This is an optimization exercise on Yosys and OpenROAD, whose aim is small area, a short achievable clock period and few clock cycles per item, not a production implementation. Power is estimated from default activity; no workload was simulated.

== v6 ==
Design alu, start of the top module:
module alu(
        input clk,
        input rst,
        input [2:0] operation,
        input [15:0] srcA_i,
        input [15:0] srcB_i,
        input [15:0] sortNum0_i,
        input [15:0] sortNum1_i,
        input [15:0] sortNum2_i,
        input [15:0] sortNum3_i,
        input [15:0] sortNum4_i,
        input [15:0] sortNum5_i,
        input [15:0] sortNum6_i,
        input [15:0] sortNum7_i,
        input [15:0] sortNum8_i,
        output [15:0] data_o,
        output [15:0] sortNum0_o,
        output [15:0] sortNum1_o,
        output [15:0] sortNum2_o,
        output [15:0] sortNum3_o,
        output [15:0] sortNum4_o,
        output [15:0] sortNum5_o,
        output [15:0] sortNum6_o,
        output [15:0] sortNum7_o,
        output [15:0] sortNum8_o,
        output reg        done
);
export LEC_CHECK = 0
export CAP_MARGIN = 20
export CELL_PAD_IN_SITES_DETAIL_PLACEMENT = 1
export CELL_PAD_IN_SITES_GLOBAL_PLACEMENT = 2
export CORE_MARGIN = 2
export CORE_UTILIZATION = 25
export PLACE_DENSITY = 0.5
export SETUP_SLACK_MARGIN = 1.0
export SLEW_MARGIN = 20
create_clock -name core_clock -period 5.0 [get_ports {clk}]
run.sh (not shown) runs the stock make flow with config.mk's settings and CLKGATE_MAP_FILE= SYNTH_SCRIPT=/design/flow/synth_recipe.tcl, a recipe that flattens the netlist after the stock synthesis.
[inputs] v7 vs v6
diff --git a/flow/design.v b/flow/design.v
--- a/flow/design.v
+++ b/flow/design.v
@@ -82,60 +82,52 @@
         reg   [15:0] o;
         integer i, l;
         begin
                 o = x;
                 for (l = 1; l < 16; l = l * 2)
                         for (i = 15; i >= l; i = i - 1)
                                 o[i] = o[i] | o[i-l];
                 lor16 = {o[14:0], 1'b0};
         end
 endfunction
 wire        is_sub = operation[0];
-wire        mul0;                   
-wire [15:0] m0_a, m0_b;
-wire        m0_c;
-wire [15:0] as_x   = mul0 ? m0_a : a;
-wire [15:0] as_y   = mul0 ? m0_b : b ^ {16{is_sub}};
-wire        as_ci  = mul0 ? m0_c : is_sub;
-wire [15:0] as_r   = as_x + as_y + {15'd0, as_ci};
+wire [15:0] as_r   = a + (b ^ {16{is_sub}}) + {15'd0, is_sub};
 wire        as_ov  = ~a[15] & (b[15] ^ ~is_sub) & as_r[15];
 wire        as_un  =  a[15] & (b[15] ^  is_sub) & ~as_r[15];
 wire [15:0] na   = a ^ lor16(a);              
-wire        m0p  = ~b[1] & b[0], m0n = b[1] & ~b[0];
-assign mul0 = (operation == OP_MUL) & first;
-assign m0_a = {1'b0, {15{b[0]}} & na[15:1]};
-assign m0_b = (a & {16{m0p | m0n}}) ^ {16{m0n}};
-assign m0_c = m0n;
-wire [15:0] m0_s = {as_r[15] ^ (b[0] & na[15]), as_r[14:0]};
+wire [15:0] m1_h = {16{b[0]}} & {na[15], na[15:1]};
 reg         e1p, e1n, e2p, e2n;                        
-wire [2:0]  bq  = first ? b[3:1] : L[3:1];             
+wire [2:0]  bq  = first ? b[2:0] : L[3:1];             
 wire [15:0] y1  = (D & {16{e1p | e1n}}) ^ {16{e1n}};
 wire [15:0] y2  = (D & {16{e2p | e2n}}) ^ {16{e2n}};
 wire        c1  = e1n;
 wire [15:0] ms  = H ^ y1;
 wire [15:0] mk  = H & y1;
 wire        mt0 = ms[0] & c1;
 wire        mo1 = ms[0] ^ c1;                          
 wire [15:0] ua  = {1'b0, ms[15:1]};
 wire [15:0] ub  = {1'b0, mk[14:0]};
 wire        uc  = {ua[13:0], mt0} > {~ub[13:0], 1'b0};   
 wire        mf  = (ua[14] | ub[14] | uc) & ~(ua[14] & ub[14] & uc);   
 wire [15:0] cs_s = ua ^ ub ^ y2;
 wire [15:0] cs_c = (ua & ub) | (ua & y2) | (ub & y2);
-wire        rnd  = (L[11] & ^L[10:2]) | (L[12] & L[11] & ~^L[10:2]);
-wire [4:0]  ql   = {mo1, L[15:12]} + {4'd0, rnd};
-wire        mlast = (cnt == 4'd7);
-wire        c5   = mlast & rnd & mo1 & (&L[15:12]);
-wire [15:0] s2r  = cs_s + {cs_c[14:0], mt0 | c5} + {15'd0, e2n};
+wire [15:0] s2r  = cs_s + {cs_c[14:0], mt0} + {15'd0, e2n};
 wire [15:0] s2   = {s2r[15] ^ mf, s2r[14:0]};
-wire [15:0] mq   = {s2r[10:0], ql};
+wire        rnd  = (L[10] & ^L[9:1]) | (L[11] & L[10] & ~^L[9:1]);
+wire [4:0]  ql   = L[15:11] + {4'd0, rnd};
+wire        c5   = rnd & (&L[15:11]);
+wire [10:0] fa_  = H[10:0];
+wire [10:0] fb_  = y1[10:0];
+wire [10:0] fc_  = {9'd0, c1 & c5, c1 ^ c5};
+wire [10:0] qh   = (fa_ ^ fb_ ^ fc_) + {((fa_ & fb_) | (fa_ & fc_) | (fb_ & fc_)), 1'b0};
+wire [15:0] mq   = {qh, ql};
 wire        sgn  = a[15] ^ b[15];
 wire [15:0] am  = a ^ ({16{a[15]}} & lor16(a));      
 wire [15:0] bm  = b ^ ({16{b[15]}} & lor16(b));      
 wire [15:0] nb  = b ^ {16{b[15]}};
 wire [16:0] t3a = {1'b0, nb};
 wire [16:0] t3b = {nb, 1'b0};
 wire [16:0] t3c = {15'd0, b[15], b[15]};
 wire [16:0] bm3 = (t3a ^ t3b ^ t3c) + {((t3a & t3b) | (t3a & t3c) | (t3b & t3c)), 1'b0};
 wire        bsm   = (b[15:4] == 12'h000) | ((b[15:4] == 12'hfff) & (b[3:0] != 4'd0));
 wire [3:0]  b4    = bm[3:0];
 function [7:0] dv4;
@@ -448,47 +440,47 @@
 always @* begin
         for (j = 0; j < 9; j = j + 1)
                 cmp_n[j] = {sel, 1'b1} > {xin[j], ~(j < cnt)};
 end
 reg [3:0] rank;
 integer k;
 always @* begin
         rank = 4'd0;
         for (k = 0; k < 9; k = k + 1)
                 rank = rank + {3'd0, cmp[k]};
 end
-wire last = (operation == OP_MUL)  ? (cnt == 4'd7)  :
+wire last = (operation == OP_MUL)  ? (cnt == 4'd8)  :
             (operation == OP_DIV)  ? (cnt == 4'd11) :
             (operation == OP_SORT) ? (cnt == 4'd9)  : 1'b1;
 always @(posedge clk or posedge rst) begin
         if (rst) begin
                 cnt  <= 4'd0;
                 done <= 1'b0;
         end else begin
                 cnt  <= last ? 4'd0 : cnt + 4'd1;
                 done <= last;
         end
 end
 always @(posedge clk) begin
         cmp <= cmp_n;
         D3  <= bm3;
         e1p <= ~bq[1] & bq[0];
         e1n <= bq[1] & ~bq[0];
         e2p <= ~bq[2] & bq[1];
         e2n <= bq[2] & ~bq[1];
         case (operation)
         OP_MUL: begin
                 if (first) begin
-                        H    <= {m0_s[15], m0_s[15:1]};
-                        L    <= {m0_s[0], a[0] & b[0], b[15:2]};
-                        prev <= b[1];
+                        H    <= m1_h;
+                        L    <= {a[0] & b[0], b[15:1]};
+                        prev <= b[0];
                 end else begin
                         H    <= {s2[15], s2[15:1]};
                         L    <= {s2[0], mo1, L[15:2]};
                         prev <= L[1];
                 end
                 D    <= a;
                 R    <= mq;
                 fmax <= ~sgn & mq[15];
                 fmin <= sgn & ~mq[15];
         end
         OP_DIV: begin
Results
Re setup TNS after final layout: no difference whatsoever between v6 and v7. v7 reports a higher design internal power than v6 does. v7 ends up with lower signed area change from the synthesized netlist to the final layout than v6 does. Of v7 and v6, v7 shows the higher count of clock-net buffers in the final layout, with v6 below it. [compare] base=v6 new=v7: setup slack went up by 0.84 ns; sequential share of layout area up 1.1 points; cell depth of the worst flop-to-flop path shows an increase of 1; routed wire length dropped 4200 µm. | fmax | v7 vs v6 | better |. v7 vs v6 — number of nets in the synthesized netlist dropped about 3%.
No run of this note included a check of the RTL's function; only the layout flow was run.

## afterwards: timing with drivers on the ports
In the flow no input, the clock included, has a driving cell. The finished layouts below were timed again as built, in two steps.
Step 1: set_driving_cell puts a clkbuf_16 on clk and a buf_2 on each other input, an assumption about the parent block.
Step 2 also shifts input and output timing later by t, the mid clock arrival at the registers, as if the neighbouring blocks saw the same clock.
Three values: no drivers, after step 1, after step 2; two values: the first two.
run	shift t [ns]	setup WS [ns]	latest minus earliest clock arrival (ns)
v6	0.628	0.090 / 0.090 / 0.090	0.030 / 0.030
v7	0.625	0.930 / 0.930 / 0.505	0.034 / 0.035
After both steps setup and hold are still met in every run listed. The setup slack of v7, which loses most, moves by 0.000 ns with the drivers and by -0.425 ns with both steps.
